What follows belongs to an exercise in optimizing a design on an open flow for small area and a short achievable clock period; a production flow would make more cautious choices.
In this exercise RTL edits were held to simulation tests only and were not proved equivalent to the original.
No activity file was given, so power comes from the tool's default toggle rates.

lane 1:
## Top_Level
module Top_Level(
    input wire Clk,               
    input wire Rst,               
    input wire [31:0] instr,      
    output wire [31:0] Y,         
    output wire [31:0] resultado,  
    output wire [31:0] data_out   
);
	genvar i, b;
	wire [5:0] op = instr[31:26];
	wire [5:0] fn = instr[5:0];
	wire [4:0] rs = instr[25:21];
	wire [4:0] rt = instr[20:16];
	wire [4:0] rd = instr[15:11];
	wire [15:0] imm = instr[15:0];
	wire [31:0] simm = {{16{imm[15]}}, imm};
	wire rtype = (op == 6'b000000);
	wire f_add  = rtype & (fn == 6'b100000);
	wire f_sub  = rtype & (fn == 6'b100010);
	wire f_and  = rtype & (fn == 6'b100100);
	wire f_or   = rtype & (fn == 6'b100101);
	wire f_xor  = rtype & (fn == 6'b100110);
	wire f_nor  = rtype & (fn == 6'b100111);
	wire f_slt  = rtype & (fn == 6'b101010);
	wire f_sltu = rtype & (fn == 6'b101011);
	wire f_sll  = rtype & (fn == 6'b000000 | fn == 6'b000100);
	wire f_srl  = rtype & (fn == 6'b000010 | fn == 6'b000110);
	wire f_sra  = rtype & (fn == 6'b000011 | fn == 6'b000111);
	wire f_jr   = rtype & (fn == 6'b001000);
	wire o_lw    = (op == 6'b100011);
	wire o_sw    = (op == 6'b101011);
	wire o_beq   = (op == 6'b000100);
	wire o_bne   = (op == 6'b000101);
	wire o_addi  = (op == 6'b001000);
	wire o_slti  = (op == 6'b001010);
	wire o_sltiu = (op == 6'b001011);
	wire o_andi  = (op == 6'b001100);
	wire o_ori   = (op == 6'b001101);
	wire o_xori  = (op == 6'b001110);
	wire o_lui   = (op == 6'b001111);
	wire o_j     = (op == 6'b000010);
	wire o_jal   = (op == 6'b000011);
	wire use_imm = o_lw | o_sw | o_addi | o_slti | o_sltiu | o_andi | o_ori | o_xori;
	wire do_add  = f_add | o_lw | o_sw | o_addi;
	wire do_sub  = f_sub;
	wire do_slt  = f_slt | o_slti;
	wire do_sltu = f_sltu | o_sltiu;
	wire do_and  = f_and | o_andi;
	wire do_or   = f_or | o_ori;
	wire do_xor  = f_xor | o_xori;
	wire do_nor  = f_nor;
	wire r_write = f_add | f_sub | f_and | f_or | f_xor | f_nor | f_slt | f_sltu |
	               f_sll | f_srl | f_sra;
	wire reg_write = r_write | o_lw | o_addi | o_slti | o_sltiu | o_andi | o_ori |
	                 o_xori | o_lui | o_jal;
	wire [4:0] waddr = o_jal ? 5'd31 : (rtype ? rd : rt);
	wire [1023:0] rf;
	wire [31:0] rv;
	wire [31:0] wdata;
	assign rf[31:0] = 32'd0;
	assign rv[0] = 1'b0;
	generate
		for (i = 1; i < 32; i = i + 1) begin : g_rf
			reg [31:0] r;
			reg v;
  ...
Size in the first run: roughly 2,100 flip-flops, ~95,000 sq um of cells after synthesis.
==> module Top_Level, before the edit <==
module Top_Level(
    input wire Clk,               
    input wire Rst,               
    input wire [31:0] instr,      
    output wire [31:0] Y,         
    output wire [31:0] resultado,  
    output wire [31:0] data_out   
);
	genvar i, b;
	wire [5:0] op = instr[31:26];
	wire [5:0] fn = instr[5:0];
	wire [4:0] rs = instr[25:21];
	wire [4:0] rt = instr[20:16];
	wire [4:0] rd = instr[15:11];
	wire [15:0] imm = instr[15:0];
	wire [31:0] simm = {{16{imm[15]}}, imm};
	wire rtype = (op == 6'b000000);
	wire f_add  = rtype & (fn == 6'b100000);
	wire f_sub  = rtype & (fn == 6'b100010);
	wire f_and  = rtype & (fn == 6'b100100);
	wire f_or   = rtype & (fn == 6'b100101);
	wire f_xor  = rtype & (fn == 6'b100110);
	wire f_nor  = rtype & (fn == 6'b100111);
	wire f_slt  = rtype & (fn == 6'b101010);
	wire f_sltu = rtype & (fn == 6'b101011);
	wire f_sll  = rtype & (fn == 6'b000000 | fn == 6'b000100);
	wire f_srl  = rtype & (fn == 6'b000010 | fn == 6'b000110);
	wire f_sra  = rtype & (fn == 6'b000011 | fn == 6'b000111);
	wire f_jr   = rtype & (fn == 6'b001000);
	wire o_lw    = (op == 6'b100011);
	wire o_sw    = (op == 6'b101011);
	wire o_beq   = (op == 6'b000100);
	wire o_bne   = (op == 6'b000101);
	wire o_addi  = (op == 6'b001000);
	wire o_slti  = (op == 6'b001010);
	wire o_sltiu = (op == 6'b001011);
	wire o_andi  = (op == 6'b001100);
	wire o_ori   = (op == 6'b001101);
	wire o_xori  = (op == 6'b001110);
	wire o_lui   = (op == 6'b001111);
	wire o_j     = (op == 6'b000010);
	wire o_jal   = (op == 6'b000011);
	wire use_imm = o_lw | o_sw | o_addi | o_slti | o_sltiu | o_andi | o_ori | o_xori;
	wire do_add  = f_add | o_lw | o_sw | o_addi;
	wire do_sub  = f_sub;
	wire do_slt  = f_slt | o_slti;
	wire do_sltu = f_sltu | o_sltiu;
	wire do_and  = f_and | o_andi;
	wire do_or   = f_or | o_ori;
	wire do_xor  = f_xor | o_xori;
	wire do_nor  = f_nor;
	wire r_write = f_add | f_sub | f_and | f_or | f_xor | f_nor | f_slt | f_sltu |
	               f_sll | f_srl | f_sra;
	wire reg_write = r_write | o_lw | o_addi | o_slti | o_sltiu | o_andi | o_ori |
	                 o_xori | o_lui | o_jal;
	wire [4:0] waddr = o_jal ? 5'd31 : (rtype ? rd : rt);
	wire [1023:0] rf;
	wire [31:0] rv;
	wire [31:0] wdata;
	assign rf[31:0] = 32'd0;
	assign rv[0] = 1'b0;
	generate
		for (i = 1; i < 32; i = i + 1) begin : g_rf
			reg [31:0] r;
			reg v;
			wire we = reg_write & (waddr == i);
			always @(posedge Clk)
				if (we) r <= wdata;
			always @(posedge Clk or posedge Rst)
				if (Rst) v <= 1'b0;
				else if (we) v <= 1'b1;
			assign rf[32*i +: 32] = r;
			assign rv[i] = v;
		end
	endgenerate
	wire [31:0] selA = (32'd1 << rs) & rv;
	wire [31:0] selB = (32'd1 << rt) & rv;
	wire [31:0] A, B;
	rdmux rdA(.sel(selA), .d(rf), .y(A));
	rdmux rdB(.sel(selB), .d(rf), .y(B));
	wire [31:0] Bop = use_imm ? simm : B;
	wire inv_i = o_slti | o_sltiu;
	wire inv_r = (fn == 6'b100010) | (fn == 6'b101010) | (fn == 6'b101011);
	wire sa = use_imm ? inv_i : inv_r;
	wire [31:0] sum;
	wire lt_s, lt_u;
	ks_add add(.a(A), .inv_a(sa), .b(B), .imm(simm), .use_imm(use_imm),
	           .s(sum), .lt_s(lt_s), .lt_u(lt_u));
	wire [31:0] sh_r, sh_l;
	shifter ush(.A(A), .sh(B[4:0]), .f_sra(f_sra), .sh_r(sh_r), .sh_l(sh_l));
	wire big = |B[31:5];
	wire en_r = (f_srl | f_sra) & ~big;
	wire en_l = f_sll & ~big;
	wire fill_big = f_sra & big & A[31];
	wire [31:0] shift_n;
	aoi221v #(32) u_shn(.a1({32{en_r}}), .a2(sh_r), .b1({32{en_l}}), .b2(sh_l),
	                    .c({32{fill_big}}), .y(shift_n));
	wire [31:0] logic_n = ~(
		({32{do_and}} & (A & Bop)) |
		({32{do_or}}  & (A | Bop)) |
		({32{do_xor}} & (A ^ Bop)) |
		({32{do_nor}} & ~(A | Bop)) |
		({32{o_lui}} & {imm, 16'd0}));
	wire [31:0] sum_n;
	nand2v #(32) u_sum_n(.a(sum), .b({32{do_add | do_sub}}), .y(sum_n));
	wire lt_n;
	ltsel u_lt(.lt_s(lt_s), .lt_u(lt_u), .do_slt(do_slt), .do_sltu(do_sltu), .y_n(lt_n));
	nand3v #(31) u_res(.a(sum_n[31:1]), .b(logic_n[31:1]), .c(shift_n[31:1]), .y(resultado[31:1]));
	nand4v #(1) u_res0(.a(sum_n[0]), .b(logic_n[0]), .c(shift_n[0]), .d(lt_n), .y(resultado[0]));
	wire [31:0] msel, mwe;
	mdecode u_md(.a(A[4:0]), .imm(imm[4:0]), .rd_en(o_lw), .wr_en(o_sw & ~Rst), .rsel(msel), .wsel(mwe));
	wire [1023:0] mem;
	generate
		for (i = 0; i < 32; i = i + 1) begin : g_mem
			reg [31:0] m;
			always @(posedge Clk)
				if (mwe[i]) m <= B;
			assign mem[32*i +: 32] = m;
		end
	endgenerate
	rdmux rdM(.sel(msel), .d(mem), .y(data_out));
	reg [31:0] pc;
	wire [31:0] pc1 = pc + 32'd1;
	assign wdata = o_jal ? pc1 : (o_lw ? data_out : resultado);
	wire eq = (A == B);
	wire taken = (o_beq & eq) | (o_bne & ~eq);
	wire [31:0] pc_br = pc1 + simm;
	wire [31:0] pc_next =
		f_jr ? A :
		(o_j | o_jal) ? {pc1[31:26], instr[25:0]} :
		taken ? pc_br : pc1;
	always @(posedge Clk or posedge Rst)
		if (Rst) pc <= 32'd0;
		else pc <= pc_next;
	assign Y = pc;
endmodule
==> module nand4v, before the edit <==
module nand4v #(parameter W = 32) (input wire [W-1:0] a, input wire [W-1:0] b, input wire [W-1:0] c, input wire [W-1:0] d, output wire [W-1:0] y);
	assign y = ~(a & b & c & d);
endmodule
==> module aoi221v, before the edit <==
module aoi221v #(parameter W = 32) (input wire [W-1:0] a1, input wire [W-1:0] a2, input wire [W-1:0] b1, input wire [W-1:0] b2, input wire [W-1:0] c, output wire [W-1:0] y);
	assign y = ~((a1 & a2) | (b1 & b2) | c);
endmodule
==> module shifter, before the edit <==
module shifter(input [31:0] A, input [4:0] sh, input f_sra, output [31:0] sh_r, output [31:0] sh_l);
	wire fill = f_sra & A[31];
	wire [63:0] sh_full = {{32{fill}}, A} >> sh;
	assign sh_r = sh_full[31:0];
	assign sh_l = A << sh;
endmodule
export LEC_CHECK = 0
export CAP_MARGIN = 20
export CORE_MARGIN = 2
export CORE_UTILIZATION = 40
export SLEW_MARGIN = 20
export SYNTH_HIERARCHICAL = 1
create_clock -name core_clock -period 17.0 [get_ports {Clk}]
standard.sh (not shown) runs the stock make flow with config.mk's settings and CLKGATE_MAP_FILE= SYNTH_SCRIPT=/design/flow/synth_recipe.tcl, a recipe that flattens the netlist after the stock synthesis.
==> flow/flow/run.sh <==
#!/bin/bash
# The standard layout with: a setup repair target of 5 ns slack, a clock
# tree built from larger sink clusters without dummy balancing loads, and
# plain buffers on the ports.
export CTS_ARGS="-sink_clustering_enable -repair_clock_nets -dont_use_dummy_load -sink_clustering_size 20 -sink_clustering_max_diameter 60"
export BUFFER_PORTS_ARGS="-buffer_cell sky130_fd_sc_hd__buf_4"
bash standard.sh SETUP_SLACK_MARGIN=5 finish > standard.log 2>&1
Lane 1 finished end to end and its layout was clean on timing, DRC and antenna.
Inputs modified between lane 1 and lane 2:
--- a/flow/design.v
+++ b/flow/design.v
@@ -83,33 +83,28 @@
 	wire inv_r = (fn == 6'b100010) | (fn == 6'b101010) | (fn == 6'b101011);
 	wire sa = use_imm ? inv_i : inv_r;
 	wire [31:0] sum;
 	wire lt_s, lt_u;
 	ks_add add(.a(A), .inv_a(sa), .b(B), .imm(simm), .use_imm(use_imm),
 	           .s(sum), .lt_s(lt_s), .lt_u(lt_u));
-	wire [31:0] sh_r, sh_l;
-	shifter ush(.A(A), .sh(B[4:0]), .f_sra(f_sra), .sh_r(sh_r), .sh_l(sh_l));
-	wire big = |B[31:5];
-	wire en_r = (f_srl | f_sra) & ~big;
-	wire en_l = f_sll & ~big;
-	wire fill_big = f_sra & big & A[31];
-	wire [31:0] shift_n;
-	aoi221v #(32) u_shn(.a1({32{en_r}}), .a2(sh_r), .b1({32{en_l}}), .b2(sh_l),
-	                    .c({32{fill_big}}), .y(shift_n));
-	wire [31:0] logic_n = ~(
+	wire [31:0] sh_r, sh_rev;
+	shifter ush(.A(A), .B(B), .f_sll(f_sll), .f_sra(f_sra), .sh_r(sh_r), .sh_rev(sh_rev));
+	wire [31:0] rest_n = ~(
 		({32{do_and}} & (A & Bop)) |
 		({32{do_or}}  & (A | Bop)) |
 		({32{do_xor}} & (A ^ Bop)) |
 		({32{do_nor}} & ~(A | Bop)) |
+		({32{f_srl | f_sra}} & sh_r) |
+		({32{f_sll}} & sh_rev) |
 		({32{o_lui}} & {imm, 16'd0}));
 	wire [31:0] sum_n;
 	nand2v #(32) u_sum_n(.a(sum), .b({32{do_add | do_sub}}), .y(sum_n));
 	wire lt_n;
 	ltsel u_lt(.lt_s(lt_s), .lt_u(lt_u), .do_slt(do_slt), .do_sltu(do_sltu), .y_n(lt_n));
-	nand3v #(31) u_res(.a(sum_n[31:1]), .b(logic_n[31:1]), .c(shift_n[31:1]), .y(resultado[31:1]));
-	nand4v #(1) u_res0(.a(sum_n[0]), .b(logic_n[0]), .c(shift_n[0]), .d(lt_n), .y(resultado[0]));
+	nand2v #(31) u_res(.a(sum_n[31:1]), .b(rest_n[31:1]), .y(resultado[31:1]));
+	nand3v #(1) u_res0(.a(sum_n[0]), .b(rest_n[0]), .c(lt_n), .y(resultado[0]));
 	wire [31:0] msel, mwe;
 	mdecode u_md(.a(A[4:0]), .imm(imm[4:0]), .rd_en(o_lw), .wr_en(o_sw & ~Rst), .rsel(msel), .wsel(mwe));
 	wire [1023:0] mem;
 	generate
 		for (i = 0; i < 32; i = i + 1) begin : g_mem
 			reg [31:0] m;
@@ -219,18 +214,12 @@
 module nand3v #(parameter W = 32) (input wire [W-1:0] a, input wire [W-1:0] b, input wire [W-1:0] c, output wire [W-1:0] y);
 	assign y = ~(a & b & c);
 endmodule
 module mux2v #(parameter W = 32) (input wire [W-1:0] s, input wire [W-1:0] a, input wire [W-1:0] b, output wire [W-1:0] y);
 	assign y = (s & b) | (~s & a);
 endmodule
-module nand4v #(parameter W = 32) (input wire [W-1:0] a, input wire [W-1:0] b, input wire [W-1:0] c, input wire [W-1:0] d, output wire [W-1:0] y);
-	assign y = ~(a & b & c & d);
-endmodule
-module aoi221v #(parameter W = 32) (input wire [W-1:0] a1, input wire [W-1:0] a2, input wire [W-1:0] b1, input wire [W-1:0] b2, input wire [W-1:0] c, output wire [W-1:0] y);
-	assign y = ~((a1 & a2) | (b1 & b2) | c);
-endmodule
 module xor2v #(parameter W = 32) (input wire [W-1:0] a, input wire [W-1:0] b, output wire [W-1:0] y);
 	assign y = a ^ b;
 endmodule
 module and2v #(parameter W = 32) (input wire [W-1:0] a, input wire [W-1:0] b, output wire [W-1:0] y);
 	assign y = a & b;
 endmodule
@@ -281,12 +270,14 @@
 				end
 			end
 		end
 	endgenerate
 	assign c = {G[5], 1'b0};
 endmodule
-module shifter(input [31:0] A, input [4:0] sh, input f_sra, output [31:0] sh_r, output [31:0] sh_l);
+module shifter(input [31:0] A, input [31:0] B, input f_sll, input f_sra, output [31:0] sh_r, output [31:0] sh_rev);
 	wire fill = f_sra & A[31];
-	wire [63:0] sh_full = {{32{fill}}, A} >> sh;
-	assign sh_r = sh_full[31:0];
-	assign sh_l = A << sh;
-endmodule
+	wire big = |B[31:5];
+	wire [63:0] sh_full = {{32{fill}}, A} >> B[4:0];
+	assign sh_r = big ? {32{fill}} : sh_full[31:0];
+	wire [31:0] shl = A << B[4:0];
+	assign sh_rev = big ? 32'd0 : shl;
+endmodule
==> comparison <==
Lane 2 vs. lane 1: final estimated routing congestion in global placement went down, global-route usage was more or less identical, combined area of all synthesized cells shrank by 350 sq um, power spent charging and discharging nets shows a reduction of 1.9%, count of plain and timing-repair buffers rose by 27. Against lane 1, lane 2 comes in 0.93 points higher on mux cell area share after synthesis. Of the two values seen for cell with the largest stage delay on the worst path, sky130_fd_sc_hd__mux4_2 was produced by lane 2 and sky130_fd_sc_hd__a221oi_2 by lane 1. Looking only at count of buffers added by post-CTS timing repair for setup, and setting everything else aside, the lower value of lane 1 and lane 2 goes to lane 1.

==> afterwards: timing with drivers on the ports <==
Ports are ideal in the flow. The routed layouts listed here were re-timed in OpenROAD.
Step 1 sets driving cells, clkbuf_16 on the clock port and buf_2 on the other inputs (assumed; they add their load-dependent delay and slew).
Step 2 times the ports against the registers' clock, not the clock port: input delays grow and output delays shrink by t, the midpoint of the rising clock arrivals with the driver on.
Three values: no drivers, after step 1, after step 2; two values: the first two.
run	t, ns	setup slack, ns	worst hold slack (ns)	worst setup path after step 2	worst data-port slew with drivers (ns)
lane 1	0.904	4.852 / 4.810 / 4.810	0.478 / 0.478 / 0.478	input to output	0.23
lane 2	0.893	4.919 / 4.712 / 4.712	0.484 / 0.484 / 0.484	input to output	0.35
After both steps every run listed still meets setup and hold. The setup slack of lane 2, which loses most, moves by -0.207 ns with the drivers and by -0.207 ns with both steps.
